Context: an optimization exercise on an open-source flow, tuned for small area. The choices shown serve that exercise and are no tape-out recipe. Function was not checked in any run shown here: the RTL went through the layout flow alone. Power figures rest on the tool's default switching activity, not on a simulated workload. The flow treats the clock pin as an ideal source, which a real chip does not have.

==> design/flow/config.mk <==
export PLATFORM = sky130hd
export DESIGN_NAME = conv
export DESIGN_NICKNAME = conv
export VERILOG_FILES = /design/flow/design.v
export SDC_FILE = /design/flow/constraint.sdc
export NUM_CORES = 4
export LEC_CHECK = 0
export ABC_AREA = 0
export CAP_MARGIN = 0
export CORE_MARGIN = 2
export CORE_UTILIZATION = 40
export CTS_CLUSTER_DIAMETER = 150
export CTS_CLUSTER_SIZE = 25
export GPL_TIMING_DRIVEN = 0
export SLEW_MARGIN = 0
export SYNTH_HIERARCHICAL = 1
==> design/flow/constraint.sdc <==
create_clock -name core_clock -period 7.5 [get_ports {clk}]
set_input_delay 1.5000 -clock core_clock [delete_from_list [all_inputs] [get_ports {clk}]]
set_output_delay 1.5000 -clock core_clock [all_outputs]
set_load 0.01 [all_outputs]
==> design/flow/design.v <==
module conv(
  input clk,
  input reset,
  input [15:0] pxl_in,
  output [15:0] pxl_out,
  output [9:0] count,
  output valid
);
  reg [15:0] r00;
  reg [15:0] r01;
  reg p_r01_14_1;
  reg [15:0] r02;
  reg p_r02_14_1;
  reg [15:0] r10;
  reg p_r10_14_1;
  reg [15:0] r11;
  reg p_r11_14_1;
  reg [15:0] r12;
  reg p_r12_14_1;
  reg [15:0] r20;
  reg [15:0] r21;
  reg [15:0] r22;
  reg [25*16-1:0] line1;
  wire [15:0] line1_o = line1[25*16-1:24*16];
  reg [25*16-1:0] line2;
  wire [15:0] line2_o = line2[25*16-1:24*16];
  wire s1, c2;
  ha us1 (pxl_in[2], pxl_in[0], s1, c2);
  wire s3, c4;
  fa us3 (pxl_in[3], pxl_in[1], c2, s3, c4);
  wire s5, c6;
  fa us5 (pxl_in[4], pxl_in[2], c4, s5, c6);
  wire s7, c8;
  fa us7 (pxl_in[5], pxl_in[3], c6, s7, c8);
  wire s9, c10;
  fa us9 (pxl_in[6], pxl_in[4], c8, s9, c10);
  wire s11, c12;
  fa us11 (pxl_in[7], pxl_in[5], c10, s11, c12);
  wire s13, c14;
  fa us13 (pxl_in[8], pxl_in[6], c12, s13, c14);
  wire s15, c16;
  fa us15 (pxl_in[9], pxl_in[7], c14, s15, c16);
  wire s17, c18;
  fa us17 (pxl_in[10], pxl_in[8], c16, s17, c18);
  wire s19, c20;
  fa us19 (pxl_in[11], pxl_in[9], c18, s19, c20);
  wire s21, c22;
  fa us21 (pxl_in[12], pxl_in[10], c20, s21, c22);
  wire s23, c24;
  fa us23 (pxl_in[13], pxl_in[11], c22, s23, c24);
  wire s25, c26;
  fa us25 (pxl_in[14], pxl_in[12], c24, s25, c26);
  wire x27;
  xo ux27 (pxl_in[15], pxl_in[13], x27);
  wire x28;
  xo ux28 (x27, c26, x28);
  wire s29, c30;
  ha us29 (pxl_in[1], pxl_in[0], s29, c30);
  wire s31, c32;
  fa us31 (pxl_in[2], pxl_in[1], c30, s31, c32);
  wire s33, c34;
  fa us33 (pxl_in[3], s1, c32, s33, c34);
  wire s35, c36;
  fa us35 (pxl_in[4], s3, c34, s35, c36);
  wire s37, c38;
  fa us37 (pxl_in[5], s5, c36, s37, c38);
  wire s39, c40;
  fa us39 (pxl_in[6], s7, c38, s39, c40);
  wire s41, c42;
  fa us41 (pxl_in[7], s9, c40, s41, c42);
  wire s43, c44;
  fa us43 (pxl_in[8], s11, c42, s43, c44);
  wire s45, c46;
  fa us45 (pxl_in[9], s13, c44, s45, c46);
  wire s47, c48;
  fa us47 (pxl_in[10], s15, c46, s47, c48);
  wire s49, c50;
  fa us49 (pxl_in[11], s17, c48, s49, c50);
  wire s51, c52;
  fa us51 (pxl_in[12], s19, c50, s51, c52);
  wire s53, c54;
  fa us53 (pxl_in[13], s21, c52, s53, c54);
  wire s55, c56;
  fa us55 (pxl_in[14], s23, c54, s55, c56);
  wire x57;
  xo ux57 (pxl_in[15], s25, x57);
  wire x58;
  xo ux58 (x57, c56, x58);
  wire s59, c60;
  ha us59 (pxl_in[0], s39, s59, c60);
  wire s61, c62;
  fa us61 (pxl_in[1], c60, s41, s61, c62);
  wire s63, c64;
  fa us63 (pxl_in[2], s43, c62, s63, c64);
  wire s65, c66;
  fa us65 (pxl_in[3], s45, c64, s65, c66);
  wire s67, c68;
  fa us67 (pxl_in[4], s47, c66, s67, c68);
  wire s69, c70;
  fa us69 (pxl_in[5], s49, c68, s69, c70);
  wire s71, c72;
  fa us71 (pxl_in[6], s51, c70, s71, c72);
  wire s73, c74;
  fa us73 (pxl_in[7], s53, c72, s73, c74);
  wire s75, c76;
  fa us75 (pxl_in[8], s55, c74, s75, c76);
  wire x77;
  xo ux77 (pxl_in[9], x58, x77);
  wire x78;
  xo ux78 (x77, c76, x78);
  wire s79, c80;
  ha us79 (r00[0], pxl_in[0], s79, c80);
  wire s81, c82;
  fa us81 (r00[1], pxl_in[1], c80, s81, c82);
  wire s83, c84;
  fa us83 (r00[2], pxl_in[2], c82, s83, c84);
  wire s85, c86;
  fa us85 (r00[3], pxl_in[3], c84, s85, c86);
  wire i87 = ~s85;
  wire s88, c89;
  ha us88 (pxl_in[0], i87, s88, c89);
  wire s90, c91;
  fa us90 (r00[4], pxl_in[4], c86, s90, c91);
  wire i92 = ~s90;
  wire s93, c94;
  fa us93 (s29, c89, i92, s93, c94);
  wire s95, c96;
  fa us95 (r00[5], pxl_in[5], c91, s95, c96);
  wire i97 = ~s95;
  wire s98, c99;
  fa us98 (s31, c94, i97, s98, c99);
  wire s100, c101;
  fa us100 (r00[6], pxl_in[6], c96, s100, c101);
  wire i102 = ~s100;
  wire s103, c104;
  fa us103 (s33, i102, c99, s103, c104);
  wire s105, c106;
  fa us105 (r00[7], pxl_in[7], c101, s105, c106);
  wire i107 = ~s105;
  wire s108, c109;
  fa us108 (s35, i107, c104, s108, c109);
  wire s110, c111;
  fa us110 (r00[8], pxl_in[8], c106, s110, c111);
  wire i112 = ~s110;
  wire s113, c114;
  fa us113 (s37, i112, c109, s113, c114);
  wire s115, c116;
  fa us115 (r00[9], pxl_in[9], c111, s115, c116);
  wire i117 = ~s115;
  wire s118, c119;
  fa us118 (s39, i117, c114, s118, c119);
  wire s120, c121;
  fa us120 (r00[10], pxl_in[10], c116, s120, c121);
  wire i122 = ~s120;
  wire s123, c124;
  fa us123 (s41, i122, c119, s123, c124);
  wire s125, c126;
  fa us125 (r00[11], pxl_in[11], c121, s125, c126);
  wire i127 = ~s125;
  wire s128, c129;
  fa us128 (s43, i127, c124, s128, c129);
  wire s130, c131;
  fa us130 (r00[12], pxl_in[12], c126, s130, c131);
  wire i132 = ~s130;
  wire s133, c134;
  fa us133 (s45, i132, c129, s133, c134);
  wire s135, c136;
  fa us135 (r00[13], pxl_in[13], c131, s135, c136);
  wire i137 = ~s135;
  wire s138, c139;
  fa us138 (s47, i137, c134, s138, c139);
  wire s140, c141;
  fa us140 (r00[14], pxl_in[14], c136, s140, c141);
  wire i142 = ~s140;
  wire s143, c144;
  ha us143 (s49, i142, s143, c144);
  wire x145;
  xo ux145 (r00[15], pxl_in[15], x145);
  wire x146;
  xo ux146 (x145, s51, x146);
  wire x147;
  xo ux147 (x146, c141, x147);
  wire x148;
  xo ux148 (x147, c144, x148);
  wire i149 = ~r01[0];
  wire s150, c151;
  ha us150 (i149, pxl_in[0], s150, c151);
  wire i152 = ~r01[1];
  wire s153, c154;
  fa us153 (i152, pxl_in[1], c151, s153, c154);
  wire i155 = ~r01[2];
  wire s156, c157;
  fa us156 (i155, s1, c154, s156, c157);
  wire s158, c159;
  fa us158 (r01[3], s3, c157, s158, c159);
  wire i160 = ~pxl_in[0];
  wire s161, c162;
  ha us161 (i160, s158, s161, c162);
  wire s163, c164;
  fa us163 (r01[4], s5, c159, s163, c164);
  wire i165 = ~pxl_in[1];
  wire s166, c167;
  fa us166 (i165, c162, s163, s166, c167);
  wire s168, c169;
  fa us168 (r01[5], s7, c164, s168, c169);
  wire i170 = ~s1;
  wire s171, c172;
  fa us171 (i170, c167, s168, s171, c172);
  wire s173, c174;
  fa us173 (r01[6], s9, c169, s173, c174);
  wire i175 = ~s3;
  wire s176, c177;
  fa us176 (i175, s173, c172, s176, c177);
  wire s178, c179;
  fa us178 (r01[7], s11, c174, s178, c179);
  wire i180 = ~s5;
  wire s181, c182;
  fa us181 (i180, s178, c177, s181, c182);
  wire s183, c184;
  fa us183 (r01[8], s13, c179, s183, c184);
  wire i185 = ~s7;
  wire s186, c187;
  fa us186 (i185, s183, c182, s186, c187);
  wire s188, c189;
  fa us188 (r01[9], s15, c184, s188, c189);
  wire i190 = ~s9;
  wire s191, c192;
  fa us191 (i190, s188, c187, s191, c192);
  wire s193, c194;
  fa us193 (r01[10], s17, c189, s193, c194);
  wire i195 = ~s11;
  wire s196, c197;
  fa us196 (i195, s193, c192, s196, c197);
  wire s198, c199;
  fa us198 (r01[11], s19, c194, s198, c199);
  wire i200 = ~s13;
  wire s201, c202;
  fa us201 (i200, s198, c197, s201, c202);
  wire s203, c204;
  fa us203 (r01[12], s21, c199, s203, c204);
  wire i205 = ~s15;
  wire s206, c207;
  fa us206 (i205, s203, c202, s206, c207);
  wire s208, c209;
  fa us208 (r01[13], s23, c204, s208, c209);
  wire i210 = ~s17;
  wire s211, c212;
  fa us211 (i210, s208, c207, s211, c212);
  wire s213, c214;
  fa us213 (r01[14], p_r01_14_1, s25, s213, c214);
  wire i215 = ~s19;
  wire s216, c217;
  fa us216 (i215, c209, s213, s216, c217);
  wire x218;
  xo ux218 (r01[15], s21, x218);
  wire x219;
  xo ux219 (x218, x28, x219);
  wire x220;
  xo ux220 (x219, c214, x220);
  wire x221;
  xo ux221 (x220, c217, x221);
  wire s222, c223;
  ha us222 (r02[14], p_r02_14_1, s222, c223);
  wire x224;
  xo ux224 (r02[15], c223, x224);
  wire s225, c226;
  ha us225 (line1_o[0], pxl_in[0], s225, c226);
  wire s227, c228;
  fa us227 (line1_o[1], c226, s29, s227, c228);
  wire s229, c230;
  fa us229 (line1_o[2], s31, c228, s229, c230);
  wire s231, c232;
  fa us231 (line1_o[3], pxl_in[0], s33, s231, c232);
  wire s233, c234;
  ha us233 (c230, s231, s233, c234);
  wire s235, c236;
  fa us235 (line1_o[4], pxl_in[1], s35, s235, c236);
  wire s237, c238;
  fa us237 (c232, c234, s235, s237, c238);
  wire s239, c240;
  fa us239 (line1_o[5], s1, s37, s239, c240);
  wire s241, c242;
  fa us241 (c236, c238, s239, s241, c242);
  wire s243, c244;
  fa us243 (line1_o[6], s3, s39, s243, c244);
  wire s245, c246;
  fa us245 (c240, s243, c242, s245, c246);
  wire s247, c248;
  fa us247 (line1_o[7], s5, s41, s247, c248);
  wire s249, c250;
  fa us249 (c244, s247, c246, s249, c250);
  wire s251, c252;
  fa us251 (line1_o[8], s7, s43, s251, c252);
  wire s253, c254;
  fa us253 (c248, s251, c250, s253, c254);
  wire s255, c256;
  fa us255 (line1_o[9], s9, s45, s255, c256);
  wire s257, c258;
  fa us257 (c252, s255, c254, s257, c258);
  wire s259, c260;
  fa us259 (line1_o[10], s11, s47, s259, c260);
  wire s261, c262;
  fa us261 (c256, s259, c258, s261, c262);
  wire s263, c264;
  fa us263 (line1_o[11], s13, s49, s263, c264);
  wire s265, c266;
  fa us265 (c260, s263, c262, s265, c266);
  wire s267, c268;
  fa us267 (line1_o[12], s15, s51, s267, c268);
  wire s269, c270;
  fa us269 (c264, s267, c266, s269, c270);
  wire s271, c272;
  fa us271 (line1_o[13], s17, s53, s271, c272);
  wire s273, c274;
  fa us273 (c268, s271, c270, s273, c274);
  wire s275, c276;
  fa us275 (line1_o[14], s19, s55, s275, c276);
  wire s277, c278;
  ha us277 (c272, s275, s277, c278);
  wire x279;
  xo ux279 (line1_o[15], s21, x279);
  wire x280;
  xo ux280 (x279, x58, x280);
  wire x281;
  xo ux281 (x280, c276, x281);
  wire x282;
  xo ux282 (x281, c278, x282);
  wire s283, c284;
  ha us283 (r10[0], i160, s283, c284);
  wire i285 = ~s29;
  wire s286, c287;
  fa us286 (r10[1], c284, i285, s286, c287);
  wire i288 = ~s31;
  wire s289, c290;
  fa us289 (r10[2], i288, c287, s289, c290);
  wire i291 = ~s33;
  wire s292, c293;
  fa us292 (r10[3], i291, c290, s292, c293);
  wire i294 = ~s35;
  wire s295, c296;
  fa us295 (r10[4], i294, c293, s295, c296);
  wire s297, c298;
  fa us297 (r10[5], pxl_in[0], c296, s297, c298);
  wire i299 = ~s37;
  wire s300, c301;
  ha us300 (i299, s297, s300, c301);
  wire s302, c303;
  fa us302 (r10[6], pxl_in[1], c298, s302, c303);
  wire i304 = ~s39;
  wire s305, c306;
  fa us305 (i304, c301, s302, s305, c306);
  wire s307, c308;
  fa us307 (r10[7], pxl_in[2], c303, s307, c308);
  wire i309 = ~s41;
  wire s310, c311;
  fa us310 (i309, c306, s307, s310, c311);
  wire s312, c313;
  fa us312 (r10[8], pxl_in[3], c308, s312, c313);
  wire i314 = ~s43;
  wire s315, c316;
  fa us315 (i314, s312, c311, s315, c316);
  wire s317, c318;
  fa us317 (r10[9], pxl_in[4], c313, s317, c318);
  wire i319 = ~s45;
  wire s320, c321;
  fa us320 (i319, s317, c316, s320, c321);
  wire s322, c323;
  fa us322 (r10[10], pxl_in[5], c318, s322, c323);
  wire i324 = ~s47;
  wire s325, c326;
  fa us325 (i324, s322, c321, s325, c326);
  wire s327, c328;
  fa us327 (r10[11], pxl_in[6], c323, s327, c328);
  wire i329 = ~s49;
  wire s330, c331;
  fa us330 (i329, s327, c326, s330, c331);
  wire s332, c333;
  fa us332 (r10[12], pxl_in[7], c328, s332, c333);
  wire i334 = ~s51;
  wire s335, c336;
  fa us335 (i334, s332, c331, s335, c336);
  wire s337, c338;
  fa us337 (r10[13], pxl_in[8], c333, s337, c338);
  wire i339 = ~s53;
  wire s340, c341;
  fa us340 (i339, s337, c336, s340, c341);
  wire s342, c343;
  fa us342 (r10[14], p_r10_14_1, pxl_in[9], s342, c343);
  wire i344 = ~s55;
  wire s345, c346;
  fa us345 (s342, i344, c338, s345, c346);
  wire x347;
  xo ux347 (r10[15], pxl_in[10], x347);
  wire x348;
  xo ux348 (x347, c343, x348);
  wire x349;
  xo ux349 (x348, x58, x349);
  wire x350;
  xo ux350 (x349, c346, x350);
  wire s351, c352;
  ha us351 (r11[0], i160, s351, c352);
  wire s353, c354;
  fa us353 (r11[1], c352, i285, s353, c354);
  wire s355, c356;
  fa us355 (r11[2], i288, c354, s355, c356);
  wire s357, c358;
  fa us357 (r11[3], pxl_in[0], c356, s357, c358);
  wire s359, c360;
  ha us359 (i291, s357, s359, c360);
  wire s361, c362;
  fa us361 (r11[4], pxl_in[1], c358, s361, c362);
  wire s363, c364;
  fa us363 (i294, c360, s361, s363, c364);
  wire s365, c366;
  fa us365 (r11[5], s1, c362, s365, c366);
  wire s367, c368;
  fa us367 (i299, c364, s365, s367, c368);
  wire s369, c370;
  fa us369 (r11[6], s3, c366, s369, c370);
  wire s371, c372;
  fa us371 (i304, s369, c368, s371, c372);
  wire s373, c374;
  fa us373 (r11[7], s5, c370, s373, c374);
  wire s375, c376;
  fa us375 (i309, s373, c372, s375, c376);
  wire s377, c378;
  fa us377 (r11[8], s7, c374, s377, c378);
  wire s379, c380;
  fa us379 (i314, s377, c376, s379, c380);
  wire s381, c382;
  fa us381 (r11[9], s9, c378, s381, c382);
  wire s383, c384;
  fa us383 (i319, s381, c380, s383, c384);
  wire s385, c386;
  fa us385 (r11[10], s11, c382, s385, c386);
  wire s387, c388;
  fa us387 (i324, s385, c384, s387, c388);
  wire s389, c390;
  fa us389 (r11[11], s13, c386, s389, c390);
  wire s391, c392;
  fa us391 (i329, s389, c388, s391, c392);
  wire s393, c394;
  fa us393 (r11[12], s15, c390, s393, c394);
  wire s395, c396;
  fa us395 (i334, s393, c392, s395, c396);
  wire s397, c398;
  fa us397 (r11[13], s17, c394, s397, c398);
  wire s399, c400;
  fa us399 (i339, s397, c396, s399, c400);
  wire s401, c402;
  fa us401 (r11[14], p_r11_14_1, s19, s401, c402);
  wire s403, c404;
  fa us403 (s401, i344, c398, s403, c404);
  wire x405;
  xo ux405 (r11[15], s21, x405);
  wire x406;
  xo ux406 (c402, x405, x406);
  wire x407;
  xo ux407 (x406, x58, x407);
  wire x408;
  xo ux408 (x407, c404, x408);
  wire s409, c410;
  ha us409 (r12[14], p_r12_14_1, s409, c410);
  wire x411;
  xo ux411 (r12[15], c410, x411);
  wire s412, c413;
  ha us412 (line2_o[3], i160, s412, c413);
  wire s414, c415;
  fa us414 (line2_o[4], i165, c413, s414, c415);
  wire s416, c417;
  fa us416 (line2_o[5], i170, c415, s416, c417);
  wire s418, c419;
  fa us418 (line2_o[6], i175, c417, s418, c419);
  wire s420, c421;
  fa us420 (line2_o[7], i180, c419, s420, c421);
  wire s422, c423;
  fa us422 (line2_o[8], i185, c421, s422, c423);
  wire s424, c425;
  fa us424 (line2_o[9], i190, c423, s424, c425);
  wire s426, c427;
  fa us426 (line2_o[10], i195, c425, s426, c427);
  wire s428, c429;
  fa us428 (line2_o[11], i200, c427, s428, c429);
  wire s430, c431;
  fa us430 (line2_o[12], i205, c429, s430, c431);
  wire s432, c433;
  fa us432 (line2_o[13], i210, c431, s432, c433);
  wire s434, c435;
  fa us434 (line2_o[14], i215, c433, s434, c435);
  wire x436;
  xo ux436 (line2_o[15], s21, x436);
  wire x437;
  xo ux437 (x436, c435, x437);
  wire s438, c439;
  ha us438 (r20[0], pxl_in[0], s438, c439);
  wire s440, c441;
  fa us440 (r20[1], pxl_in[1], c439, s440, c441);
  wire s442, c443;
  fa us442 (r20[2], pxl_in[2], c441, s442, c443);
  wire s444, c445;
  fa us444 (r20[3], pxl_in[3], pxl_in[0], s444, c445);
  wire s446, c447;
  ha us446 (s444, c443, s446, c447);
  wire s448, c449;
  fa us448 (r20[4], pxl_in[4], s29, s448, c449);
  wire s450, c451;
  fa us450 (c445, s448, c447, s450, c451);
  wire s452, c453;
  fa us452 (r20[5], pxl_in[5], s31, s452, c453);
  wire s454, c455;
  fa us454 (c449, s452, c451, s454, c455);
  wire s456, c457;
  fa us456 (r20[6], pxl_in[6], c453, s456, c457);
  wire s458, c459;
  fa us458 (s33, s456, c455, s458, c459);
  wire s460, c461;
  fa us460 (r20[7], pxl_in[7], c457, s460, c461);
  wire s462, c463;
  fa us462 (s35, s460, c459, s462, c463);
  wire s464, c465;
  fa us464 (r20[8], pxl_in[8], c461, s464, c465);
  wire s466, c467;
  fa us466 (s37, s464, c463, s466, c467);
  wire s468, c469;
  fa us468 (r20[9], pxl_in[9], c465, s468, c469);
  wire s470, c471;
  fa us470 (s39, s468, c467, s470, c471);
  wire s472, c473;
  fa us472 (r20[10], pxl_in[10], s41, s472, c473);
  wire s474, c475;
  fa us474 (c469, s472, c471, s474, c475);
  wire s476, c477;
  fa us476 (r20[11], pxl_in[11], s43, s476, c477);
  wire s478, c479;
  fa us478 (c473, s476, c475, s478, c479);
  wire s480, c481;
  fa us480 (r20[12], pxl_in[12], s45, s480, c481);
  wire s482, c483;
  fa us482 (c477, s480, c479, s482, c483);
  wire s484, c485;
  fa us484 (r20[13], pxl_in[13], s47, s484, c485);
  wire s486, c487;
  fa us486 (c481, s484, c483, s486, c487);
  wire s488, c489;
  fa us488 (r20[14], pxl_in[14], s49, s488, c489);
  wire s490, c491;
  fa us490 (c485, s488, c487, s490, c491);
  wire x492;
  xo ux492 (r20[15], pxl_in[15], x492);
  wire x493;
  xo ux493 (x492, s51, x493);
  wire x494;
  xo ux494 (c489, x493, x494);
  wire x495;
  xo ux495 (x494, c491, x495);
  wire i496 = ~r21[0];
  wire s497, c498;
  fa us497 (r21[1], r21[0], i160, s497, c498);
  wire s499, c500;
  fa us499 (r21[2], i285, c498, s499, c500);
  wire i501 = ~s499;
  wire s502, c503;
  fa us502 (r21[3], i288, c500, s502, c503);
  wire s504, c505;
  ha us504 (s499, s502, s504, c505);
  wire s506, c507;
  fa us506 (r21[4], i291, c503, s506, c507);
  wire s508, c509;
  xn us508 (c505, s506, s508);
  o2 uc509 (c505, s506, c509);
  wire s510, c511;
  fa us510 (r21[5], i294, c507, s510, c511);
  wire s512, c513;
  ha us512 (c509, s510, s512, c513);
  wire s514, c515;
  fa us514 (r21[6], i299, c511, s514, c515);
  wire s516, c517;
  ha us516 (c513, s514, s516, c517);
  wire s518, c519;
  fa us518 (r21[7], i304, c515, s518, c519);
  wire s520, c521;
  ha us520 (c517, s518, s520, c521);
  wire s522, c523;
  fa us522 (r21[8], i309, c519, s522, c523);
  wire s524, c525;
  ha us524 (c521, s522, s524, c525);
  wire s526, c527;
  fa us526 (r21[9], i314, c523, s526, c527);
  wire s528, c529;
  ha us528 (c525, s526, s528, c529);
  wire s530, c531;
  fa us530 (r21[10], i319, c527, s530, c531);
  wire s532, c533;
  ha us532 (c529, s530, s532, c533);
  wire s534, c535;
  fa us534 (r21[11], i324, c531, s534, c535);
  wire s536, c537;
  ha us536 (c533, s534, s536, c537);
  wire s538, c539;
  fa us538 (r21[12], i329, c535, s538, c539);
  wire s540, c541;
  ha us540 (c537, s538, s540, c541);
  wire s542, c543;
  fa us542 (r21[13], i334, c539, s542, c543);
  wire s544, c545;
  ha us544 (c541, s542, s544, c545);
  wire s546, c547;
  fa us546 (r21[14], i339, c543, s546, c547);
  wire s548, c549;
  ha us548 (c545, s546, s548, c549);
  wire x550;
  xo ux550 (r21[15], i344, x550);
  wire x551;
  xo ux551 (c547, x550, x551);
  wire x552;
  xo ux552 (c549, x551, x552);
  wire i553 = ~x552;
  wire [15:0] line1_i = {x224, s222, r02[13], r02[12], r02[11], r02[10], r02[9], r02[8], r02[7], r02[6], r02[5], r02[4], r02[3], r02[2], r02[1], r02[0]};
  wire [15:0] line2_i = {x411, s409, r12[13], r12[12], r12[11], r12[10], r12[9], r12[8], r12[7], r12[6], r12[5], r12[4], r12[3], r12[2], r12[1], r12[0]};
  assign pxl_out[0] = r22[0];
  assign pxl_out[1] = r22[1];
  assign pxl_out[2] = r22[2];
  assign pxl_out[3] = r22[3];
  assign pxl_out[4] = r22[4];
  assign pxl_out[5] = r22[5];
  assign pxl_out[6] = r22[6];
  assign pxl_out[7] = r22[7];
  assign pxl_out[8] = r22[8];
  assign pxl_out[9] = r22[9];
  assign pxl_out[10] = r22[10];
  assign pxl_out[11] = r22[11];
  assign pxl_out[12] = r22[12];
  assign pxl_out[13] = r22[13];
  assign pxl_out[14] = r22[14];
  assign pxl_out[15] = r22[15];
  always @(posedge clk) begin
    r00 <= {x78, s75, s73, s71, s69, s67, s65, s63, s61, s59, s37, s35, s33, s31, s29, pxl_in[0]};
    r01 <= {x148, s143, s138, s133, s128, s123, s118, s113, s108, s103, s98, s93, s88, s83, s81, s79};
    p_r01_14_1 <= c139;
    r02 <= {x221, s216, s211, s206, s201, s196, s191, s186, s181, s176, s171, s166, s161, s156, s153, s150};
    p_r02_14_1 <= c212;
    r10 <= {x282, s277, s273, s269, s265, s261, s257, s253, s249, s245, s241, s237, s233, s229, s227, s225};
    p_r10_14_1 <= c274;
    r11 <= {x350, s345, s340, s335, s330, s325, s320, s315, s310, s305, s300, s295, s292, s289, s286, s283};
    p_r11_14_1 <= c341;
    r12 <= {x408, s403, s399, s395, s391, s387, s383, s379, s375, s371, s367, s363, s359, s355, s353, s351};
    p_r12_14_1 <= c400;
    r20 <= {x437, s434, s432, s430, s428, s426, s424, s422, s420, s418, s416, s414, s412, line2_o[2], line2_o[1], line2_o[0]};
    r21 <= {x495, s490, s486, s482, s478, s474, s470, s466, s462, s458, s454, s450, s446, s442, s440, s438};
    r22 <= {i553, s548, s544, s540, s536, s532, s528, s524, s520, s516, s512, s508, s504, i501, s497, i496};
    line1 <= {line1[24*16-1:0], line1_i};
    line2 <= {line2[24*16-1:0], line2_i};
  end
  reg [9:0] counter;
  wire [10:0] cy;
  wire [9:0] cn;
  assign cy[0] = 1'b1;
  genvar gi;
  generate for (gi = 0; gi < 10; gi = gi + 1) begin : inc
    assign cn[gi] = counter[gi] ^ cy[gi];
    assign cy[gi+1] = counter[gi] & cy[gi];
  end endgenerate
  always @(posedge clk) begin
    if (reset) counter <= 10'd0;
    else counter <= cn;
  end
  assign count = counter;
  wire [7:0] ce = counter[9:2];
  wire [1:0] w1 = ce[0] + ce[3] + ce[6];
  wire [1:0] w2 = ce[1] + ce[4] + ce[7];
  wire [1:0] w4 = ce[2] + ce[5];
  wire [4:0] vs7 = w1 + {w2, 1'b0} + {w4, 2'b0};
  wire m0 = (vs7 == 5'd0) | (vs7 == 5'd7) | (vs7 == 5'd14);
  wire ge = (|ce[7:4]) | (&ce[3:0]);
  wire le = (ce <= 8'd196);
  assign valid = ge & le & ~(counter[1] & m0);
endmodule
module fa(input a, input b, input c, output s, output co);
  assign s = a ^ b ^ c;
  assign co = (a & b) | (c & (a ^ b));
endmodule
module ha(input a, input b, output s, output co);
  assign s = a ^ b;
  assign co = a & b;
endmodule
module xo(input a, input b, output s);
  assign s = a ^ b;
endmodule
module xn(input a, input b, output s);
  assign s = ~(a ^ b);
endmodule
module o2(input a, input b, output s);
  assign s = a | b;
endmodule
==> design/flow/flow/run.sh <==
#!/bin/bash
# The standard layout (standard.sh) with two changes: the port buffers are
# the two-strength buffer cell (buf_2), and clock tree synthesis puts up to 33 flip-flops
# (within 90 um) on one leaf buffer and adds no dummy loads.
# ORFS writes each step's full log under orfs/logs/; make's output goes to
# standard.log.
set -euo pipefail
export BUFFER_PORTS_ARGS="-buffer_cell sky130_fd_sc_hd__buf_2"
export CTS_ARGS="-sink_clustering_enable -repair_clock_nets -dont_use_dummy_load -sink_clustering_size 33 -sink_clustering_max_diameter 90"
bash standard.sh > standard.log 2>&1
==> design/flow/standard.sh <==
#!/bin/bash
# synth_recipe.tcl (not shown) runs the flow's synth.tcl, then flattens the netlist and writes it again
# the make line also repeats each setting of config.mk as NAME=value (left out here)
make -C /OpenROAD-flow-scripts/flow DESIGN_CONFIG=/design/flow/config.mk WORK_HOME=/design/flow/orfs CLKGATE_MAP_FILE= SYNTH_SCRIPT=/design/flow/synth_recipe.tcl "${@:-finish}"
==> results of run 1 <==
-- power by group --
group / total, mW / leakage, nW / switching [mW] / internal [mW]
clock: 2.23 / 0.444 / 1.36 / 0.873
sequential: 8.54 / 8.09 / 0.730 / 7.81
combinational: 3.09 / 2.68 / 1.60 / 1.49
-- state kept, by name (all words and copies together), names as in the netlist --
register,cells
p_r12_14_1,1
r21,16
r20,16
p_r02_14_1,1
r00,16
p_r01_14_1,1
p_r11_14_1,1
r10,16
r12,16
p_r10_14_1,1
r02,16
r22,16
line2,400
r01,16
line1,400
counter,10
r11,16
-- cells in the final DEF (no fill, tap or decap), types with 2 or more instances in the layout --
| cell | n |
|---|---|
| dfxtp_1 | 959 |
| fa_1 | 160 |
| fa_2 | 46 |
| inv_1 | 45 |
| buf_2 | 41 |
| ha_1 | 39 |
| clkbuf_16 | 36 |
| xor2_1 | 35 |
| buf_4 | 26 |
| nor2b_1 | 9 |
| nor2_1 | 3 |
| inv_2 | 3 |
| xor2_2 | 3 |
| nand3_1 | 2 |
| nand3b_1 | 2 |
| nand2_1 | 2 |
| o311a_1 | 2 |
| xnor2_1 | 2 |
| ha_2 | 2 |
-- stage by stage --
step / area (um2) / TNS (ns)
after floorplan: 24670 / -0.01375
after CTS: 27030 / 0
after global routing: 27070 / 0
after detailed placement: 25870 / -17.63
after global placement: 25870 / -17.04
final: 27070 / 0
-- modules after synthesis (local to each module, per instance) --
| module | copies in the design | cells inside | area [um2] | flops+latches |
|---|---|---|---|---|
| xn | 1 | 1 | 8.758 | 0 |
| conv | 1 | 1053 | 19780 | 959 |
| ha | 31 | 1 | 12.51 | 0 |
| xo | 37 | 1 | 8.758 | 0 |
| fa | 204 | 1 | 20.02 | 0 |
| o2 | 1 | 1 | 6.256 | 0 |
-- worst max-delay path, delay by kind of cell --
family	cells	cell delay, ns
xor+xnor	1	0.15
buf+inv	1	0.18
fa+ha+maj	15	5.91
-- how the worst min path moves through the flow --
stage / slack [ns] / end / from
floorplan: 0.31 / line1[0]$_DFF_P_ / r02[0]$_DFF_P_
global placement: 0.31 / line2[398]$_DFF_P_ / line2[382]$_DFF_P_
detailed placement: 0.31 / line1[298]$_DFF_P_ / line1[282]$_DFF_P_
CTS: 0.29 / line1[114]$_DFF_P_ / line1[98]$_DFF_P_
global route: 0.30 / line1[43]$_DFF_P_ / line1[27]$_DFF_P_
finish: 0.29 / line1[43]$_DFF_P_ / line1[27]$_DFF_P_
-- synth_stat cells --
cell,instances,area [um2]
ha_1,42,525.5
o21ai_0,1,5.000
xnor2_1,2,17.52
a21o_1,1,7.510
xor2_1,38,332.8
nor2b_1,9,56.30
or3_1,1,6.260
fa_1,206,4124
and4b_4,1,13.76
and2_1,1,6.260
inv_1,49,183.9
dfxtp_1,959,19200
nor3_1,1,5.000
o311a_1,2,20.02
nand4_1,1,6.260
nand3b_1,2,15.01
nor4_1,1,6.260
a211oi_2,1,12.51
or2_1,1,6.260
nand4b_1,1,8.760
nor2_1,3,11.26
nand3_1,2,10.01
nand2_1,2,7.510
-- per-layer routing --
layer  vias to the layer above  share of wire  wire, um
met5                         -        0.00039        12
met4                         2          0.023       718
met3                        50          0.029       893
met2                        77           0.44     13650
met1                      4382           0.51     15640
li1                       4234              -         -
-- cell type report --
| cell class | instances | share of cell area |
|---|---|---|
| tap | 782 | 0.03614 |
| inverter | 49 | 0.006933 |
| multi-input combinational | 319 | 0.1980 |
| timing repair buffer | 70 | 0.01650 |
| sequential | 959 | 0.7092 |
| clock buffer | 36 | 0.03328 |
-- timing repair --
action                                 in CTS  in global routing
setup buffers                              26                  0
setup endpoints to repair                  13                 11
gates resized for setup                    19                 12
cloned                                      0                  0
pin swaps                                  15                  7
endpoints found under the hold margin       0                  0
-- logic make-up (layout without fill, tap and decap cells) --
family                   Yosys count  count (layout)  synth area share
buffers and inverters             49             155          0.007481
flip-flops                       959             959            0.7809
AND/OR/NAND/NOR                   26              26          0.006463
AO/OA/AOI/OAI                      5               5          0.001832
adder cells (fa/ha/maj)          248             248            0.1891
XOR/XNOR                          40              40           0.01425
==> impl_results.md, run 1 <==
* Detailed Place HPWL at 20.32 mm
* CP most frequent cell: fa_2
* Largest net degree at the start of global routing at 34
* R2r setup slk at 1.07 ns
* I/O pin total at 45
* Post-synthesis cell area at 0.02459 mm2
* Ant diodes at 0
* Yosys warnings at 7
* Mean post-synth cell area at 18.53 um2
* Crit share post-route at 0.9784
* Finished Layout Cells at 2215
* Worst r2r src: r00[0]$_DFF_P_
* Worst Path Required at 7.93 ns
* Worst setup path class: in2reg
* Hold path cells at 0
* Post-cts hold buffer count at 0
* GRT Util Overall at 0.1041
* Min-delay worst type: reg2reg
* Final Hold Viols at 0
* Placed Cells at 2153
* Crit path capture: r10[15]$_DFF_P_
* Critical Path AT at 7.77 ns
* Peak VDD IR at 0.0002276 V
* Register Area at 0.01920 mm2
* Initial antenna violation count at 1
* Type of origin of the critical path: primary input
* Synth Instances at 1327
* Met1 usage in global routing at 0.1515
* Total wire length at 30.91 mm
* Final net count at 1701
* Slowest stage delay, CP at 0.63 ns
* Leak at 11.21 nW
* Drc violations at 0
* Core area at 0.06058 mm2
* CP Cell Sequence: buf_4 -> ha_2 -> fa_1 -> fa_2 -> fa_2 -> fa_2 -> fa_2 -> fa_2 -> fa_2 -> fa_2 -> fa_2 -> fa_2 -> fa_2 -> fa_2 -> fa_1 -> ha_2 -> xor2_1
* Post-layout util at 0.4468
* Crit-path max FO at 7
* Area growth from synthesis to layout at 10.11%
* ANT nets after route at 0
* Gr busiest metal: met2
* Reg2reg end: r01[15]$_DFF_P_
* Crit path launch: pxl_in[2]
* Slew Limit Fails at 0
* CTS Buf Count at 36
* # fillers at 5303
* Seq/Total Area, Yosys at 0.7809
* Unrepaired setup endpoints after global routing: no
* Global-route wire length before repair at 51.93 mm
* Fraction of layout cells with a size suffix above 1 at 0.1144
* Vias per Instance at 3.948
* Max stage delay cell, worst path: fa_1
* Clock Skews at 0.03485 ns
* Setup violators final at 0
* PD cells at 512.0 mW/mm2
* Worst Tran Pin Value at 0.4216 ns
* Fmax achieved at 0.1363 GHz
* Vias post-DR at 8745
* Met3 Use GR at 0.01919
* Rows at 90
* Setup ws final at 0.1623 ns
* Syn Nets at 1593
* Synth Register Bits at 959
* Place WS at -1.103 ns
* Max-cap violations at 0
* Critical Path Sink Type: register
* CTS tree: built
* Initial Utilization at 0.4058
* Die W at 251.9 um
* Status: timing/DRC/antenna clean
* Die H at 251.9 um
* Slew HR at 0.7186
* Period minus WS final at 7.338 ns
* Htree depth at 2
* Gpl congestion at 0.7351
* Worst-path clk slew at 0.11 ns
* Die area at 0.06346 mm2
* Routed len/inst at 13.96 um
* Port Buffers at 44
* Iter 0 DRT Violations at 310
* Area occupied by multi-input gates at 0.005359 mm2
* Clk root buf: clkbuf_16
* GRT overflow at 0
* Vias in the first global route at 9614
* Max Root-Sink Buffers at 3
* DRT Pass-1 Iters at 4
* Clock sinks at 959
* Clk latency of the worst-skew pair at 0.57 ns
* Power Total at 13.86 mW
* Library cells used by synthesis at 23
* GRT met2 Usage at 0.1576
* WHS at 0.2945 ns
* FF-to-FF path depth at 18
==> run 2, diff against run 1 <==
--- a/design/flow/design.v
+++ b/design/flow/design.v
@@ -666,5 +666,5 @@
   end
   assign count = counter;
-  wire [7:0] ce = counter[9:2];
+  wire [7:0] ce = cn[9:2];
   wire [1:0] w1 = ce[0] + ce[3] + ce[6];
   wire [1:0] w2 = ce[1] + ce[4] + ce[7];
@@ -674,5 +674,10 @@
   wire ge = (|ce[7:4]) | (&ce[3:0]);
   wire le = (ce <= 8'd196);
-  assign valid = ge & le & ~(counter[1] & m0);
+  reg vld;
+  always @(posedge clk) begin
+    if (reset) vld <= 1'b0;
+    else vld <= ge & le & ~(cn[1] & m0);
+  end
+  assign valid = vld;
 endmodule
 module fa(input a, input b, input c, output s, output co);
--- a/design/flow/config.mk
+++ b/design/flow/config.mk
@@ -9,5 +9,5 @@
 export CAP_MARGIN = 0
 export CORE_MARGIN = 2
-export CORE_UTILIZATION = 40
+export CORE_UTILIZATION = 48
 export CTS_CLUSTER_DIAMETER = 150
 export CTS_CLUSTER_SIZE = 25
==> impl_results.md, run 2 <==
* Status: timing/DRC/antenna clean
* Commonest cells in the synthesized netlist: dfxtp_1, fa_1, inv_1
* Final net count at 1693 (-0.47%)
* Area growth from synthesis to layout at 9.533%
* Worst-path clk slew at 0.11 ns (about the same)
* Clock sinks at 960 (+0.10%)
* Comb pwr share at 0.220 (-0.003)
* Core area at 0.05038 mm2 (-17%)
* Port Buffers at 44 (unchanged)
* Placed Area at 0.02573 mm2 (-0.54%)
* Crit share post-route at 0.9752 (-0.003193)
* Largest net degree at the start of global routing at 34 (unchanged)
* Vias post-DR at 8698 (-0.54%)
* Fraction of layout cells with a size suffix above 1 at 0.1165 (+0.002046)
* Drc violations at 0 (unchanged)
* Synth Instances at 1319 (-0.60%)
* Hold path startpoint: line2[108]$_DFF_P_
* Internal power at 10.16 mW (about the same)
* Leak at 11.22 nW (about the same)
* Iter 0 DRT Violations at 374 (+21%)
* Die area at 0.05304 mm2 (-16%)
* I/O pin total at 45 (unchanged)
* Most common flop cell mapped by yosys: dfxtp_1
* Critical Path AT at 7.79 ns (+0.02 ns)
* ANT nets after route at 0 (unchanged)
* CTS tree: built
* Setup violators final at 0 (unchanged)
* CTS Buf Count at 36 (unchanged)
* Worst Tran Pin Value at 0.3897 ns (-0.03192 ns)
* Vias in the first global route at 9466 (-1.5%)
* Worst Path Required at 7.97 ns (+0.04 ns)
* Post-layout util at 0.5345 (+0.08768)
* Die H at 230.3 um (-8.6%)
* Switching share of power at 0.2640 (-0.002302)
* Fmax achieved at 0.1367 GHz (+0.33%)
* Max-cap violations at 0 (unchanged)
* Unrepaired setup endpoints after global routing: no
* Ant diodes at 0 (unchanged)
* Vias per Instance at 4.148 (+5.1%)
* Synth area leaders: dfxtp_1, fa_1, ha_1
* Synth top area share at 0.7818 (+0.0008938)
* Crit-path max FO at 11 (+4)
* Most frequent cell after synthesis: dfxtp_1
* Clock Skews at 0.03106 ns (-0.003794 ns)
* Seq pwr share at 0.618 (+0.002)
* Initial Utilization at 0.4880 (+0.08218)
* Clock Power Share at 0.162 (about the same)
* Clk root buf: clkbuf_16
* Detailed Place HPWL at 19.77 mm (-2.7%)
* Type of origin of the critical path: primary input
* # fillers at 4063 (-23%)
* Peak VDD IR at 0.0002561 V (+13%)
* Library cells used by synthesis at 22 (-4.3%)
* Htree depth at 2 (unchanged)
* Die W at 230.3 um (-8.6%)
* Slew Limit Fails at 0 (unchanged)
* Initial antenna violation count at 0 (-1)
* FF-to-FF path depth at 18 (unchanged)
* Worst hold endpoint: line2[124]$_DFF_P_
* Hold path cells at 0 (unchanged)
* Final instance area at 0.02693 mm2 (-0.53%)
* Worst setup path class: in2reg
* Seq/Total Area, Yosys at 0.7818 (+0.0008938)
* Min-delay worst type: reg2reg
* Slew HR at 0.7402 (+0.02160)
* PD cells at 512.8 mW/mm2 (+0.15%)
* Yosys warnings at 7 (unchanged)
* R2r setup slk at 1.03 ns (-0.04 ns)
* Worst r2r src: r00[0]$_DFF_P_
* Global-route wire length before repair at 51.07 mm (-1.7%)
* Period minus WS final at 7.314 ns (-0.02395 ns)
* Cell taking the most area after synthesis: dfxtp_1
* Routed len/inst at 14.30 um (+2.4%)
* Synth Register Bits at 960 (+0.10%)
* Biggest regs: line1 (400), line2 (400)
* Mean post-synth cell area at 18.64 um2 (+0.60%)
* Reg2reg end: r01[15]$_DFF_P_
* Psw at 3.646 mW (-1.2%)
* Gpl congestion at 0.7510 (+2.2%)
* GRT overflow at 0 (unchanged)
* Most common cell after layout, fill and taps aside: dfxtp_1
* Rows at 82 (-8.9%)
* Most frequent cells in the layout: dfxtp_1, fa_1, fa_2
* Critical Path Sink Type: register
* GRT Util Overall at 0.1228 (+0.01872)
* Syn Nets at 1585 (-0.50%)
* Post-synth EDFFs at 0 (unchanged)
* Total wire length at 29.98 mm (-3.0%)
* Max Root-Sink Buffers at 3 (unchanged)
* Final Hold Viols at 0 (unchanged)
* Clk latency of the worst-skew pair at 0.58 ns (about the same)
* DRT Pass-1 Iters at 4 (unchanged)
* Post-synthesis cell area at 0.02458 mm2 (about the same)
* Async SR Flop Fraction at 0 (unchanged)
[run 2: per-module statistics from Yosys, one instance, submodules excluded]
module	times used	flops+latches
conv	1	960
fa	204	0
ha	31	0
xn	1	0
xo	37	0
o2	1	0
[run 2: metal layers]
metal | global-route usage | part of all wire | up-vias | wire, um
li1 | - | - | 4206 | -
met1 | 0.1797 | 0.50 | 4370 | 15000
met2 | 0.1853 | 0.45 | 74 | 13360
met3 | 0.02257 | 0.031 | 48 | 939
met4 | 0.04093 | 0.023 | 0 | 686
met5 | 0 | 0 | - | 0
[run 2: area by class of cell]
class	count	area, um2	share of cell area
buffer	1	3.754	0.0001394
clock buffer	36	900.9	0.03346
inverter	44	168.9	0.006273
multi-input combinational	314	5339	0.1983
sequential	960	19220	0.7137
tap	672	840.8	0.03123
timing repair buffer	70	455.4	0.01691
[run 2: through the flow]
stage | power (mW) | setup slack (ns) | setup TNS [ns] | cells | hold WS, ns
2_1_floorplan | 10.41 | -0.01375 | -0.01375 | 1319 | 0.3096
3_3_place_gp | 11.75 | -1.052 | -16.61 | 2035 | 0.3103
3_5_place_dp | 11.72 | -1.034 | -16.93 | 2035 | 0.3121
4_1_cts | 14.18 | 0.01306 | 0 | 2096 | 0.2932
5_1_grt | 14.99 | 0.007474 | 0 | 2097 | 0.3076
6_report | 13.81 | 0.1862 | 0 | 2097 | 0.2953
[run 2: timing repair]
action	in CTS	in global routing
hold buffers	0	0
resized for setup	17	15
setup endpoints to repair	10	9
pin swaps	14	6
endpoints found under the hold margin	0	0
buffers inserted	25	1
[run 2: power by group through the flow]
| stage | registers, mW | logic [mW] | clock network [mW] |
|---|---|---|---|
| 6_report | 8.54 | 3.04 | 2.23 |
| 5_1_grt | 8.84 | 3.66 | 2.50 |
| 4_1_cts | 8.62 | 3.23 | 2.33 |
| 3_5_place_dp | 8.67 | 3.06 | 0 |
| 3_3_place_gp | 8.68 | 3.07 | 0 |
| 2_1_floorplan | 8.41 | 2.00 | 0 |
[run 2: cells by family (layout without fill, tap and decap cells)]
group,Yosys count,in the layout,synth area share
xor gates and xnor gates,43,43,0.01563
AOI/OAI and AO/OA,6,6,0.002443
adders and majority gates,248,248,0.1891
DFF,960,960,0.7818
and+or+nand+nor,17,17,0.004174
buffers and inverters,45,151,0.006871
[run 2: worst max path at each step]
stage	start	endpoint	slack (ns)	cells past startpoint
2_1_floorplan	pxl_in[1]	r11[13]$_DFF_P_	-0.01	16
3_3_place_gp	pxl_in[0]	r22[15]$_DFF_P_	-1.05	19
3_5_place_dp	pxl_in[0]	r22[15]$_DFF_P_	-1.03	19
4_1_cts	pxl_in[2]	r22[15]$_DFF_P_	0.01	18
5_1_grt	pxl_in[1]	r10[15]$_DFF_P_	0.007	18
6_report	pxl_in[1]	r10[15]$_DFF_P_	0.19	18
[run 2: worst max-delay path: stages]
cell	delay, ns
buf_6	0.15
ha_4	0.18
fa_2	0.39
fa_2	0.40
fa_2	0.40
fa_2	0.37
fa_2	0.37
fa_2	0.37
fa_2	0.40
fa_2	0.36
fa_2	0.39
fa_2	0.36
fa_2	0.36
fa_2	0.35
fa_2	0.61
fa_1	0.42
ha_1	0.20
xor2_1	0.16
==> run 3, diff against run 2 <==
--- a/design/flow/design.v
+++ b/design/flow/design.v
@@ -15,7 +15,8 @@
   reg p_r10_14_1;
   reg [15:0] r11;
+  reg p_r11_13_1;
   reg p_r11_14_1;
   reg [15:0] r12;
-  reg p_r12_14_1;
+  reg p_r12_13_1;
   reg [15:0] r20;
   reg [15:0] r21;
@@ -384,5 +385,5 @@
   wire i339 = ~s53;
   wire s340, c341;
-  fa us340 (i339, s337, c336, s340, c341);
+  ha us340 (i339, s337, s340, c341);
   wire s342, c343;
   fa us342 (r10[14], p_r10_14_1, pxl_in[9], s342, c343);
@@ -445,193 +446,185 @@
   fa us395 (i334, s393, c392, s395, c396);
   wire s397, c398;
-  fa us397 (r11[13], s17, c394, s397, c398);
+  fa us397 (r11[13], p_r11_13_1, s17, s397, c398);
   wire s399, c400;
-  fa us399 (i339, s397, c396, s399, c400);
+  fa us399 (s397, i339, c394, s399, c400);
   wire s401, c402;
   fa us401 (r11[14], p_r11_14_1, s19, s401, c402);
   wire s403, c404;
-  fa us403 (s401, i344, c398, s403, c404);
-  wire x405;
-  xo ux405 (r11[15], s21, x405);
-  wire x406;
-  xo ux406 (c402, x405, x406);
+  fa us403 (c398, s401, c400, s403, c404);
+  wire s405, c406;
+  ha us405 (i344, s403, s405, c406);
   wire x407;
-  xo ux407 (x406, x58, x407);
+  xo ux407 (r11[15], s21, x407);
   wire x408;
-  xo ux408 (x407, c404, x408);
-  wire s409, c410;
-  ha us409 (r12[14], p_r12_14_1, s409, c410);
+  xo ux408 (c402, x407, x408);
+  wire x409;
+  xo ux409 (x408, x58, x409);
+  wire x410;
+  xo ux410 (x409, c404, x410);
   wire x411;
-  xo ux411 (r12[15], c410, x411);
+  xo ux411 (x410, c406, x411);
   wire s412, c413;
-  ha us412 (line2_o[3], i160, s412, c413);
+  ha us412 (r12[13], p_r12_13_1, s412, c413);
   wire s414, c415;
-  fa us414 (line2_o[4], i165, c413, s414, c415);
-  wire s416, c417;
-  fa us416 (line2_o[5], i170, c415, s416, c417);
-  wire s418, c419;
-  fa us418 (line2_o[6], i175, c417, s418, c419);
-  wire s420, c421;
-  fa us420 (line2_o[7], i180, c419, s420, c421);
-  wire s422, c423;
-  fa us422 (line2_o[8], i185, c421, s422, c423);
-  wire s424, c425;
-  fa us424 (line2_o[9], i190, c423, s424, c425);
-  wire s426, c427;
-  fa us426 (line2_o[10], i195, c425, s426, c427);
-  wire s428, c429;
-  fa us428 (line2_o[11], i200, c427, s428, c429);
-  wire s430, c431;
-  fa us430 (line2_o[12], i205, c429, s430, c431);
-  wire s432, c433;
-  fa us432 (line2_o[13], i210, c431, s432, c433);
-  wire s434, c435;
-  fa us434 (line2_o[14], i215, c433, s434, c435);
-  wire x436;
-  xo ux436 (line2_o[15], s21, x436);
-  wire x437;
-  xo ux437 (x436, c435, x437);
-  wire s438, c439;
-  ha us438 (r20[0], pxl_in[0], s438, c439);
-  wire s440, c441;
-  fa us440 (r20[1], pxl_in[1], c439, s440, c441);
-  wire s442, c443;
-  fa us442 (r20[2], pxl_in[2], c441, s442, c443);
-  wire s444, c445;
-  fa us444 (r20[3], pxl_in[3], pxl_in[0], s444, c445);
-  wire s446, c447;
-  ha us446 (s444, c443, s446, c447);
-  wire s448, c449;
-  fa us448 (r20[4], pxl_in[4], s29, s448, c449);
-  wire s450, c451;
-  fa us450 (c445, s448, c447, s450, c451);
-  wire s452, c453;
-  fa us452 (r20[5], pxl_in[5], s31, s452, c453);
-  wire s454, c455;
-  fa us454 (c449, s452, c451, s454, c455);
-  wire s456, c457;
-  fa us456 (r20[6], pxl_in[6], c453, s456, c457);
-  wire s458, c459;
-  fa us458 (s33, s456, c455, s458, c459);
-  wire s460, c461;
-  fa us460 (r20[7], pxl_in[7], c457, s460, c461);
-  wire s462, c463;
-  fa us462 (s35, s460, c459, s462, c463);
-  wire s464, c465;
-  fa us464 (r20[8], pxl_in[8], c461, s464, c465);
-  wire s466, c467;
-  fa us466 (s37, s464, c463, s466, c467);
-  wire s468, c469;
-  fa us468 (r20[9], pxl_in[9], c465, s468, c469);
-  wire s470, c471;
-  fa us470 (s39, s468, c467, s470, c471);
-  wire s472, c473;
-  fa us472 (r20[10], pxl_in[10], s41, s472, c473);
-  wire s474, c475;
-  fa us474 (c469, s472, c471, s474, c475);
-  wire s476, c477;
-  fa us476 (r20[11], pxl_in[11], s43, s476, c477);
-  wire s478, c479;
-  fa us478 (c473, s476, c475, s478, c479);
-  wire s480, c481;
-  fa us480 (r20[12], pxl_in[12], s45, s480, c481);
-  wire s482, c483;
-  fa us482 (c477, s480, c479, s482, c483);
-  wire s484, c485;
-  fa us484 (r20[13], pxl_in[13], s47, s484, c485);
-  wire s486, c487;
-  fa us486 (c481, s484, c483, s486, c487);
-  wire s488, c489;
-  fa us488 (r20[14], pxl_in[14], s49, s488, c489);
-  wire s490, c491;
-  fa us490 (c485, s488, c487, s490, c491);
-  wire x492;
-  xo ux492 (r20[15], pxl_in[15], x492);
-  wire x493;
-  xo ux493 (x492, s51, x493);
-  wire x494;
-  xo ux494 (c489, x493, x494);
-  wire x495;
-  xo ux495 (x494, c491, x495);
-  wire i496 = ~r21[0];
-  wire s497, c498;
-  fa us497 (r21[1], r21[0], i160, s497, c498);
-  wire s499, c500;
-  fa us499 (r21[2], i285, c498, s499, c500);
-  wire i501 = ~s499;
-  wire s502, c503;
-  fa us502 (r21[3], i288, c500, s502, c503);
-  wire s504, c505;
-  ha us504 (s499, s502, s504, c505);
-  wire s506, c507;
-  fa us506 (r21[4], i291, c503, s506, c507);
-  wire s508, c509;
-  xn us508 (c505, s506, s508);
-  o2 uc509 (c505, s506, c509);
-  wire s510, c511;
-  fa us510 (r21[5], i294, c507, s510, c511);
-  wire s512, c513;
-  ha us512 (c509, s510, s512, c513);
-  wire s514, c515;
-  fa us514 (r21[6], i299, c511, s514, c515);
-  wire s516, c517;
-  ha us516 (c513, s514, s516, c517);
-  wire s518, c519;
-  fa us518 (r21[7], i304, c515, s518, c519);
-  wire s520, c521;
-  ha us520 (c517, s518, s520, c521);
-  wire s522, c523;
-  fa us522 (r21[8], i309, c519, s522, c523);
-  wire s524, c525;
-  ha us524 (c521, s522, s524, c525);
-  wire s526, c527;
-  fa us526 (r21[9], i314, c523, s526, c527);
-  wire s528, c529;
-  ha us528 (c525, s526, s528, c529);
-  wire s530, c531;
-  fa us530 (r21[10], i319, c527, s530, c531);
-  wire s532, c533;
-  ha us532 (c529, s530, s532, c533);
-  wire s534, c535;
-  fa us534 (r21[11], i324, c531, s534, c535);
-  wire s536, c537;
-  ha us536 (c533, s534, s536, c537);
-  wire s538, c539;
-  fa us538 (r21[12], i329, c535, s538, c539);
-  wire s540, c541;
-  ha us540 (c537, s538, s540, c541);
-  wire s542, c543;
-  fa us542 (r21[13], i334, c539, s542, c543);
-  wire s544, c545;
-  ha us544 (c541, s542, s544, c545);
-  wire s546, c547;
-  fa us546 (r21[14], i339, c543, s546, c547);
-  wire s548, c549;
-  ha us548 (c545, s546, s548, c549);
-  wire x550;
-  xo ux550 (r21[15], i344, x550);
-  wire x551;
-  xo ux551 (c547, x550, x551);
-  wire x552;
-  xo ux552 (c549, x551, x552);
-  wire i553 = ~x552;
+  ha us414 (r12[14], c413, s414, c415);
+  wire x416;
+  xo ux416 (r12[15], c415, x416);
+  wire s417, c418;
+  ha us417 (line2_o[3], i160, s417, c418);
+  wire s419, c420;
+  fa us419 (line2_o[4], i165, c418, s419, c420);
+  wire s421, c422;
+  fa us421 (line2_o[5], i170, c420, s421, c422);
+  wire s423, c424;
+  fa us423 (line2_o[6], i175, c422, s423, c424);
+  wire s425, c426;
+  fa us425 (line2_o[7], i180, c424, s425, c426);
+  wire s427, c428;
+  fa us427 (line2_o[8], i185, c426, s427, c428);
+  wire s429, c430;
+  fa us429 (line2_o[9], i190, c428, s429, c430);
+  wire s431, c432;
+  fa us431 (line2_o[10], i195, c430, s431, c432);
+  wire s433, c434;
+  fa us433 (line2_o[11], i200, c432, s433, c434);
+  wire s435, c436;
+  fa us435 (line2_o[12], i205, c434, s435, c436);
+  wire s437, c438;
+  fa us437 (line2_o[13], i210, c436, s437, c438);
+  wire s439, c440;
+  fa us439 (line2_o[14], i215, c438, s439, c440);
+  wire x441;
+  xo ux441 (line2_o[15], s21, x441);
+  wire x442;
+  xo ux442 (x441, c440, x442);
+  wire s443, c444;
+  ha us443 (r20[0], pxl_in[0], s443, c444);
+  wire s445, c446;
+  fa us445 (r20[1], pxl_in[1], c444, s445, c446);
+  wire s447, c448;
+  fa us447 (r20[2], pxl_in[2], c446, s447, c448);
+  wire s449, c450;
+  fa us449 (r20[3], pxl_in[3], pxl_in[0], s449, c450);
+  wire s451, c452;
+  ha us451 (s449, c448, s451, c452);
+  wire s453, c454;
+  fa us453 (r20[4], pxl_in[4], s29, s453, c454);
+  wire s455, c456;
+  fa us455 (c450, s453, c452, s455, c456);
+  wire s457, c458;
+  fa us457 (r20[5], pxl_in[5], s31, s457, c458);
+  wire s459, c460;
+  fa us459 (c454, s457, c456, s459, c460);
+  wire s461, c462;
+  fa us461 (r20[6], pxl_in[6], c458, s461, c462);
+  wire s463, c464;
+  fa us463 (s33, s461, c460, s463, c464);
+  wire s465, c466;
+  fa us465 (r20[7], pxl_in[7], c462, s465, c466);
+  wire s467, c468;
+  fa us467 (s35, s465, c464, s467, c468);
+  wire s469, c470;
+  fa us469 (r20[8], pxl_in[8], c466, s469, c470);
+  wire s471, c472;
+  fa us471 (s37, s469, c468, s471, c472);
+  wire s473, c474;
+  fa us473 (r20[9], pxl_in[9], c470, s473, c474);
+  wire s475, c476;
+  fa us475 (s39, s473, c472, s475, c476);
+  wire s477, c478;
+  fa us477 (r20[10], pxl_in[10], s41, s477, c478);
+  wire s479, c480;
+  fa us479 (c474, s477, c476, s479, c480);
+  wire s481, c482;
+  fa us481 (r20[11], pxl_in[11], s43, s481, c482);
+  wire s483, c484;
+  fa us483 (c478, s481, c480, s483, c484);
+  wire s485, c486;
+  fa us485 (r20[12], pxl_in[12], s45, s485, c486);
+  wire s487, c488;
+  fa us487 (c482, s485, c484, s487, c488);
+  wire s489, c490;
+  fa us489 (r20[13], pxl_in[13], s47, s489, c490);
+  wire s491, c492;
+  fa us491 (c486, s489, c488, s491, c492);
+  wire s493, c494;
+  fa us493 (r20[14], pxl_in[14], s49, s493, c494);
+  wire s495, c496;
+  fa us495 (c490, s493, c492, s495, c496);
+  wire x497;
+  xo ux497 (r20[15], pxl_in[15], x497);
+  wire x498;
+  xo ux498 (x497, s51, x498);
+  wire x499;
+  xo ux499 (c494, x498, x499);
+  wire x500;
+  xo ux500 (x499, c496, x500);
+  wire s501, c502;
+  ha us501 (r21[1], i160, s501, c502);
+  wire s503, c504;
+  fa us503 (r21[2], c502, i285, s503, c504);
+  wire s505, c506;
+  fa us505 (r21[3], i288, c504, s505, c506);
+  wire s507, c508;
+  fa us507 (r21[4], i291, c506, s507, c508);
+  wire s509, c510;
+  fa us509 (r21[5], i294, c508, s509, c510);
+  wire s511, c512;
+  fa us511 (r21[6], i299, c510, s511, c512);
+  wire s513, c514;
+  fa us513 (r21[7], i304, c512, s513, c514);
+  wire s515, c516;
+  fa us515 (r21[8], i309, c514, s515, c516);
+  wire s517, c518;
+  fa us517 (r21[9], i314, c516, s517, c518);
+  wire s519, c520;
+  fa us519 (r21[10], i319, c518, s519, c520);
+  wire s521, c522;
+  fa us521 (r21[11], i324, c520, s521, c522);
+  wire s523, c524;
+  fa us523 (r21[12], i329, c522, s523, c524);
+  wire s525, c526;
+  fa us525 (r21[13], i334, c524, s525, c526);
+  wire s527, c528;
+  fa us527 (r21[14], i339, c526, s527, c528);
+  wire x529;
+  xo ux529 (r21[15], s55, x529);
+  wire x530;
+  xo ux530 (c528, x529, x530);
+  assign pxl_out[0] = ~r22[0];
+  wire c533;
+  ha us532 (r22[1], r22[0], pxl_out[1], c533);
+  wire c535;
+  xn us534 (r22[2], c533, pxl_out[2]);
+  o2 uc535 (r22[2], c533, c535);
+  wire c537;
+  ha us536 (r22[3], c535, pxl_out[3], c537);
+  wire c539;
+  xn us538 (r22[4], c537, pxl_out[4]);
+  o2 uc539 (r22[4], c537, c539);
+  wire c541;
+  ha us540 (r22[5], c539, pxl_out[5], c541);
+  wire c543;
+  ha us542 (r22[6], c541, pxl_out[6], c543);
+  wire c545;
+  ha us544 (r22[7], c543, pxl_out[7], c545);
+  wire c547;
+  ha us546 (r22[8], c545, pxl_out[8], c547);
+  wire c549;
+  ha us548 (r22[9], c547, pxl_out[9], c549);
+  wire c551;
+  ha us550 (r22[10], c549, pxl_out[10], c551);
+  wire c553;
+  ha us552 (r22[11], c551, pxl_out[11], c553);
+  wire c555;
+  ha us554 (r22[12], c553, pxl_out[12], c555);
+  wire c557;
+  ha us556 (r22[13], c555, pxl_out[13], c557);
+  wire c559;
+  ha us558 (r22[14], c557, pxl_out[14], c559);
+  xo ux560 (r22[15], c559, pxl_out[15]);
   wire [15:0] line1_i = {x224, s222, r02[13], r02[12], r02[11], r02[10], r02[9], r02[8], r02[7], r02[6], r02[5], r02[4], r02[3], r02[2], r02[1], r02[0]};
-  wire [15:0] line2_i = {x411, s409, r12[13], r12[12], r12[11], r12[10], r12[9], r12[8], r12[7], r12[6], r12[5], r12[4], r12[3], r12[2], r12[1], r12[0]};
-  assign pxl_out[0] = r22[0];
-  assign pxl_out[1] = r22[1];
-  assign pxl_out[2] = r22[2];
-  assign pxl_out[3] = r22[3];
-  assign pxl_out[4] = r22[4];
-  assign pxl_out[5] = r22[5];
-  assign pxl_out[6] = r22[6];
-  assign pxl_out[7] = r22[7];
-  assign pxl_out[8] = r22[8];
-  assign pxl_out[9] = r22[9];
-  assign pxl_out[10] = r22[10];
-  assign pxl_out[11] = r22[11];
-  assign pxl_out[12] = r22[12];
-  assign pxl_out[13] = r22[13];
-  assign pxl_out[14] = r22[14];
-  assign pxl_out[15] = r22[15];
+  wire [15:0] line2_i = {x416, s414, s412, r12[12], r12[11], r12[10], r12[9], r12[8], r12[7], r12[6], r12[5], r12[4], r12[3], r12[2], r12[1], r12[0]};
   always @(posedge clk) begin
     r00 <= {x78, s75, s73, s71, s69, s67, s65, s63, s61, s59, s37, s35, s33, s31, s29, pxl_in[0]};
@@ -643,10 +636,11 @@
     p_r10_14_1 <= c274;
     r11 <= {x350, s345, s340, s335, s330, s325, s320, s315, s310, s305, s300, s295, s292, s289, s286, s283};
+    p_r11_13_1 <= c336;
     p_r11_14_1 <= c341;
-    r12 <= {x408, s403, s399, s395, s391, s387, s383, s379, s375, s371, s367, s363, s359, s355, s353, s351};
-    p_r12_14_1 <= c400;
-    r20 <= {x437, s434, s432, s430, s428, s426, s424, s422, s420, s418, s416, s414, s412, line2_o[2], line2_o[1], line2_o[0]};
-    r21 <= {x495, s490, s486, s482, s478, s474, s470, s466, s462, s458, s454, s450, s446, s442, s440, s438};
-    r22 <= {i553, s548, s544, s540, s536, s532, s528, s524, s520, s516, s512, s508, s504, i501, s497, i496};
+    r12 <= {x411, s405, s399, s395, s391, s387, s383, s379, s375, s371, s367, s363, s359, s355, s353, s351};
+    p_r12_13_1 <= c396;
+    r20 <= {x442, s439, s437, s435, s433, s431, s429, s427, s425, s423, s421, s419, s417, line2_o[2], line2_o[1], line2_o[0]};
+    r21 <= {x500, s495, s491, s487, s483, s479, s475, s471, s467, s463, s459, s455, s451, s447, s445, s443};
+    r22 <= {x530, s527, s525, s523, s521, s519, s517, s515, s513, s511, s509, s507, s505, s503, s501, r21[0]};
     line1 <= {line1[24*16-1:0], line1_i};
     line2 <= {line2[24*16-1:0], line2_i};
@@ -666,5 +660,5 @@
   end
   assign count = counter;
-  wire [7:0] ce = cn[9:2];
+  wire [7:0] ce = counter[9:2];
   wire [1:0] w1 = ce[0] + ce[3] + ce[6];
   wire [1:0] w2 = ce[1] + ce[4] + ce[7];
@@ -674,10 +668,5 @@
   wire ge = (|ce[7:4]) | (&ce[3:0]);
   wire le = (ce <= 8'd196);
-  reg vld;
-  always @(posedge clk) begin
-    if (reset) vld <= 1'b0;
-    else vld <= ge & le & ~(cn[1] & m0);
-  end
-  assign valid = vld;
+  assign valid = ge & le & ~(counter[1] & m0);
 endmodule
 module fa(input a, input b, input c, output s, output co);
--- a/design/flow/config.mk
+++ b/design/flow/config.mk
@@ -9,5 +9,5 @@
 export CAP_MARGIN = 0
 export CORE_MARGIN = 2
-export CORE_UTILIZATION = 48
+export CORE_UTILIZATION = 40
 export CTS_CLUSTER_DIAMETER = 150
 export CTS_CLUSTER_SIZE = 25
==> impl_results.md, run 3 <==
* Worst setup path class: in2reg
* Most common flop cell mapped by yosys: dfxtp_1
* Async SR Flop Fraction at 0 (unchanged)
* R2r setup slk at 1.07 ns (+0.04 ns)
* Status: timing/DRC/antenna clean
* Vias post-DR at 8728 (+0.34%)
* Initial Utilization at 0.4068 (-0.08121)
* Slew HR at 0.6592 (-0.08098)
* Rows at 90 (+9.8%)
* Worst-path clk slew at 0.11 ns (about the same)
* Worst r2r src: r00[0]$_DFF_P_
* Yosys warnings at 7 (unchanged)
* Area growth from synthesis to layout at 9.169%
* Peak VDD IR at 0.0002579 V (+0.69%)
* Synth Instances at 1332 (+0.99%)
* Max stage delay cell, worst path: fa_2
* Power Total at 13.64 mW (-1.2%)
* Final net count at 1689 (-0.24%)
* Hold path startpoint: r02[11]$_DFF_P_
* Vias in the first global route at 9622 (+1.6%)
* Routed len/inst at 14.00 um (-2.1%)
* Leak at 11.15 nW (-0.60%)
* Critical Path Sink Type: register
* Synth Register Bits at 960 (unchanged)
* CTS tree: built
* Most frequent cells in the layout: dfxtp_1, fa_1, ha_1
* Global-route wire length before repair at 52.47 mm (+2.7%)
* Most common cell after layout, fill and taps aside: dfxtp_1
* Total wire length at 30.81 mm (+2.7%)
* CP Cell Sequence: buf_4 -> ha_4 -> fa_2 -> fa_2 -> fa_2 -> buf_4 -> fa_1 -> fa_1 -> fa_1 -> fa_1 -> fa_1 -> fa_1 -> fa_1 -> fa_1 -> fa_1 -> fa_1 -> fa_1
* Seq/Total Area, Yosys at 0.7798 (-0.001945)
* Met1 usage in global routing at 0.1537 (-0.02605)
* GRT met2 Usage at 0.1574 (-0.02792)
* Library cells used by synthesis at 23 (+4.5%)
* Post-cts hold buffer count at 0 (unchanged)
* Clock sinks at 960 (unchanged)
* Min-delay worst type: reg2reg
* Drc violations at 0 (unchanged)
* Die area at 0.06361 mm2 (+20%)
* Worst Path Required at 7.98 ns (about the same)
* Period minus WS final at 7.352 ns (+0.03836 ns)
* Cell taking the most area after synthesis: dfxtp_1
* Commonest cells in the synthesized netlist: dfxtp_1, fa_1, ha_1, inv_1, xor2_1
* Slowest stage delay, CP at 0.60 ns (about the same)
* Core area at 0.06058 mm2 (+20%)
* Crit-path max FO at 11 (unchanged)
* Worst Tran Pin Value at 0.5095 ns (+0.1197 ns)
* I/O pin total at 45 (unchanged)
* CTS Buf Count at 36 (unchanged)
[run 3: cell count changes in the layout (fill, tap and decap cells not counted), moves of 3 or more]
| cell | delta |
|---|---|
| fa_1 | +10 |
| fa_2 | -12 |
| inv_2 | -3 |
| inv_1 | +6 |
| buf_4 | -17 |
| ha_1 | +6 |
[run 3: kinds of logic (layout without fill, tap and decap cells)]
family,Yosys count,after routing,synth area share
buffers and inverters,47,133,0.007158
AND/OR/NAND/NOR,27,27,0.006702
AO/OA/AOI/OAI,5,5,0.001828
adder cells (fa/ha/maj),251,251,0.1896
flip-flops,960,960,0.7798
XOR/XNOR,42,42,0.01493
[run 3: worst max-delay path by stage]
stage              start         endpoint  depth (start not counted)
2_1_floorplan  pxl_in[1]  r12[15]$_DFF_P_                         18
3_3_place_gp   pxl_in[1]  r12[15]$_DFF_P_                         19
3_5_place_dp   pxl_in[1]  r12[15]$_DFF_P_                         19
4_1_cts        pxl_in[1]  r22[15]$_DFF_P_                         17
5_1_grt        pxl_in[1]  r11[15]$_DFF_P_                         18
6_report       pxl_in[1]  r10[13]$_DFF_P_                         17
[run 3: per-layer routing]
layer | routed length, um | up-vias
li1 | - | 4214
met4 | 627 | 2
met1 | 15610 | 4380
met5 | 12 | -
met2 | 13420 | 87
met3 | 1136 | 45
[run 3: metrics by stage]
step                      hold WS, ns    util  std cells   TNS, ns  setup slack [ns]
after global routing           0.2864  0.4441       2200         0          0.006687
after detailed placement       0.3121  0.4278       2158    -15.21           -0.7775
after global placement         0.3113  0.4278       2158    -14.75           -0.7590
after CTS                      0.2895  0.4434       2198         0           0.01800
final                          0.2872  0.4441       2200         0            0.1479
after floorplan                0.3096       -       1332  -0.01574          -0.01574
[run 3: Yosys stat by module (local to each module, per instance)]
module,flip-flops and latches,cell area [um2]
ha,0,12.51
o2,0,6.256
xn,0,8.758
fa,0,20.02
conv,960,19790
xo,0,8.758
[run 3: power by group]
group,switching [mW],internal [mW]
registers,0.734,7.81
logic,1.50,1.36
clock network,1.36,0.873
[run 3: critical path: cells and delay by family]
kind	cells	cell delay, ns
buffers and inverters	2	0.33
adders and majority gates	15	6.00
[run 3: final cells by class]
cell class / count / area [um2]
Clock buffer: 36 / 900.9
Multi-Input combinational cell: 325 / 5353
Fill cell: 5274 / 33680
Sequential cell: 960 / 19220
Tap cell: 782 / 978.4
Inverter: 47 / 180.2
Timing Repair Buffer: 50 / 274.0
[run 3: timing repair]
action                                 in CTS  in global routing
endpoints found under the hold margin       0                  0
buffers inserted                            4                  2
setup endpoints to repair                   6                 10
pin swaps                                   3                  1
gates resized for setup                     4                  9
